Context: an optimization exercise on an open-source flow, tuned for small area. The choices shown serve that exercise and are no tape-out recipe.
In this exercise RTL edits were held to simulation tests only and were not proved equivalent to the original.
No activity file was given, so power comes from the tool's default toggle rates.

## run a
==> flow/design.v <==
`timescale 1ns / 1ps
module comparer#(
     parameter cache_depth = 8
)(
    input               axis_clk,
    input               axis_rstn,
    input               cache_key_valid,
    input  [63:0]       cache_key,
    output              cache_key_ready,
    input               compare_key_valid,
    input  [63:0]       compare_key,
    input               compare_opcode,   
    output              compare_key_ready,
    output reg          out_key_valid,
    output     [63:0]   out_key,
    input               out_key_ready,
    output reg                          result_valid,
    input                               result_ready,
    output reg [cache_depth-1:0]        result
    );
    reg [63:0]            caches [0:7];
    reg [7:0]             caches_state;
    reg [2:0]             head, tail;
    assign cache_key_ready   = 1'b1;
    assign compare_key_ready = ~result_valid;
    wire cmp_fire = compare_key_valid & ~result_valid;
    wire [7:0] head_oh, tail_oh;
    dec3 u_hdec (.a(head), .y(head_oh));
    dec3 u_tdec (.a(tail), .y(tail_oh));
    wire [63:0] kn = ~compare_key;
    wire [7:0]  key_eq;
    genvar g;
    generate
        for (g = 0; g < 8; g = g + 1) begin : g_eq
            key_eq_64 u_eq (.q(caches[g]), .kn(kn), .eq(key_eq[g]));
        end
    endgenerate
    wire [7:0] match = caches_state & key_eq;
    integer i;
    always @(posedge axis_clk) begin
        for (i = 0; i < 8; i = i + 1)
            if (cache_key_valid && head_oh[i])
                caches[i] <= cache_key;
    end
    always @(posedge axis_clk) begin
        if (!axis_rstn) begin
            head         <= 3'd0;
            caches_state <= 8'd0;
        end else begin
            for (i = 0; i < 8; i = i + 1)
                if (cache_key_valid && head_oh[i])
                    caches_state[i] <= 1'b1;
                else if (cmp_fire && match[i])
                    caches_state[i] <= 1'b0;
            if (cache_key_valid)
                head <= {head[2] ^ (head[1] & head[0]), head[1] ^ head[0], ~head[0]};
        end
    end
    always @(posedge axis_clk) begin
        if (!axis_rstn) begin
            result_valid <= 1'b0;
        end else if (result_valid) begin
            if (result_ready) result_valid <= 1'b0;
        end else if (compare_key_valid) begin
            result_valid <= 1'b1;
        end
    end
    always @(posedge axis_clk) begin
        if (!result_valid)
            result <= compare_opcode ? 8'd0 : match;
    end
    generate
        for (g = 0; g < 64; g = g + 1) begin : g_rd
            sel8 u_rd (.s(tail_oh),
                       .d({caches[7][g], caches[6][g], caches[5][g], caches[4][g],
                           caches[3][g], caches[2][g], caches[1][g], caches[0][g]}),
                       .y(out_key[g]));
        end
    endgenerate
    wire tail_state = |(caches_state & tail_oh);
    wire not_empty  = head != tail;
    wire tail_adv   = out_key_valid ? out_key_ready : (not_empty & ~tail_state);
    always @(posedge axis_clk) begin
        if (!axis_rstn) begin
            out_key_valid <= 1'b0;
            tail          <= 3'd0;
        end else begin
            out_key_valid <= not_empty & (out_key_valid ? ~out_key_ready : tail_state);
            if (tail_adv)
                tail <= {tail[2] ^ (tail[1] & tail[0]), tail[1] ^ tail[0], ~tail[0]};
        end
    end
endmodule
module key_eq_64 (
    input  [63:0] q,
    input  [63:0] kn,
    output        eq
);
    wire [31:0] o_n;    
    wire [21:0] a_n;    
    genvar j;
    generate
        for (j = 0; j < 32; j = j + 1) begin : g_o
            or_pair u_o (.q(q[2*j+1:2*j]), .kn(kn[2*j+1:2*j]), .y_n(o_n[j]));
        end
        for (j = 0; j < 21; j = j + 1) begin : g_a
            and_trip u_a (.q(q[3*j+2:3*j]), .kn(kn[3*j+2:3*j]), .y_n(a_n[j]));
        end
    endgenerate
    nand2_m u_a21 (.a({q[63], kn[63]}), .y(a_n[21]));
    wire [7:0] r;
    nor16_n u_r0 (.a(o_n[15:0]),  .y(r[0]));
    nor16_n u_r1 (.a(o_n[31:16]), .y(r[1]));
    generate
        for (j = 0; j < 5; j = j + 1) begin : g_r
            nand4_m u_r (.a(a_n[4*j+3:4*j]), .y(r[2+j]));
        end
    endgenerate
    nand2_m u_r7 (.a(a_n[21:20]), .y(r[7]));
    assign eq = ~|r;
endmodule
module or_pair (
    input  [1:0] q,
    input  [1:0] kn,
    output       y_n
);
    assign y_n = ~((q[0] | kn[0]) & (q[1] | kn[1]));
endmodule
module and_trip (
    input  [2:0] q,
    input  [2:0] kn,
    output       y_n
);
    assign y_n = ~((q[0] & kn[0]) | (q[1] & kn[1]) | (q[2] & kn[2]));
endmodule
module nor16_n (
    input  [15:0] a,
    output        y
);
    assign y = ~&{~|a[3:0], ~|a[7:4], ~|a[11:8], ~|a[15:12]};
endmodule
module nand4_m (
    input  [3:0] a,
    output       y
);
    assign y = ~&a;
endmodule
module nand2_m (
    input  [1:0] a,
    output       y
);
    assign y = ~&a;
endmodule
module sel8 (
    input  [7:0] s,
    input  [7:0] d,
    output       y
);
    wire [1:0] p_n;
    aoi222_m u_p0 (.a(d[2:0]), .b(s[2:0]), .y(p_n[0]));
    aoi222_m u_p1 (.a(d[5:3]), .b(s[5:3]), .y(p_n[1]));
    assign y = ~(p_n[0] & p_n[1] & ~((d[6] & s[6]) | (d[7] & s[7])));
endmodule
module aoi222_m (
    input  [2:0] a,
    input  [2:0] b,
    output       y
);
    assign y = ~|(a & b);
endmodule
module dec3 (
    input  [2:0] a,
    output [7:0] y
);
    assign y = 8'd1 << a;
endmodule
clock: 5.0 ns
lec_check: 0
cap_margin: 20
core_margin: 2
core_utilization: 55
slew_margin: 20
synth_hierarchical: 1
synth_minimum_keep_size: 0
buffer_ports_args: -buffer_cell sky130_fd_sc_hd__buf_1
cts_args: -sink_clustering_enable -repair_clock_nets -dont_use_dummy_load -sink_clustering_size 30 -sink_clustering_max_diameter 80 -buf_list sky130_fd_sc_hd__clkbuf_16
standard.sh (not shown) runs the stock make flow with config.mk's settings and CLKGATE_MAP_FILE= SYNTH_SCRIPT=/design/flow/synth_recipe.tcl, a recipe that flattens the netlist after the stock synthesis.
==> flow/flow/run.sh <==
#!/bin/bash
# Standard ORFS layout with three changes:
#  - port buffers use buf_1 instead of the default delay buffer,
#  - CTS uses larger sink clusters and no dummy loads,
# everything else (synthesis, floorplan, power grid, placement, routing) as standard.sh runs it.
set -euo pipefail
cat >> config.mk <<'EOF'
export BUFFER_PORTS_ARGS = -buffer_cell sky130_fd_sc_hd__buf_1
export CTS_ARGS = -sink_clustering_enable -repair_clock_nets -dont_use_dummy_load -sink_clustering_size 30 -sink_clustering_max_diameter 80 -buf_list sky130_fd_sc_hd__clkbuf_16
EOF
bash standard.sh finish > standard_flow.log 2>&1
Input-level comparison between run b and run a:
--- a/flow/design.v
+++ b/flow/design.v
@@ -22,13 +22,12 @@
     reg [7:0]             caches_state;
     reg [2:0]             head, tail;
     assign cache_key_ready   = 1'b1;
     assign compare_key_ready = ~result_valid;
     wire cmp_fire = compare_key_valid & ~result_valid;
-    wire [7:0] head_oh, tail_oh;
-    dec3 u_hdec (.a(head), .y(head_oh));
-    dec3 u_tdec (.a(tail), .y(tail_oh));
+    wire [7:0] head_oh = 8'd1 << head;
+    wire [7:0] tail_oh = 8'd1 << tail;
     wire [63:0] kn = ~compare_key;
     wire [7:0]  key_eq;
     genvar g;
     generate
         for (g = 0; g < 8; g = g + 1) begin : g_eq
@@ -166,11 +165,5 @@
     input  [2:0] b,
     output       y
 );
     assign y = ~|(a & b);
 endmodule
-module dec3 (
-    input  [2:0] a,
-    output [7:0] y
-);
-    assign y = 8'd1 << a;
-endmodule
Findings:
Diff run b..run a | flip-flop and latch count | unchanged
In the flow results for run b and run a, the layout-stage area growth over the synthesis result is larger on run b.
[compare] base=run a new=run b: post-route total power picked up an extra about 3.3%, fraction of power spent switching nets picked up an extra 0.23 points, clock slew at the register clock pins of the worst setup and hold paths neither gained nor lost much.
In the flow results for run b and run a, the number of unique standard cell types used by synthesis is larger on run a.
When run b is set beside run a, its proportion of final cell area spent on non-clock buffers turns out to be 0.38 points larger.
As far as number of buffers inserted by post-CTS setup repair goes, run b and run a are indistinguishable; the numbers are identical.

[re-timing with driven ports]
In the flow no input, the clock included, has a driving cell. The finished layouts below were timed again as built, in two steps.
Step 1: set_driving_cell puts a clkbuf_16 on axis_clk and a buf_2 on each other input, an assumption about the parent block.
Step 2 moves the port delays by t, midway between the first and last clock arrival at a register: inputs arrive t later, outputs are due t later. That takes back most of the time a late clock gives input paths.
a / b / c = ideal ports / drivers / drivers and shift; a / b = the first two.
run	shift t [ns]	setup slack, ns	worst setup path after step 2	cell pins on the clock port's net
run a	0.649	0.605 / 0.549 / 0.867	input to register	1
run b	0.659	0.893 / 0.834 / 0.941	input to register	1
After both steps setup and hold are still met in every run listed.
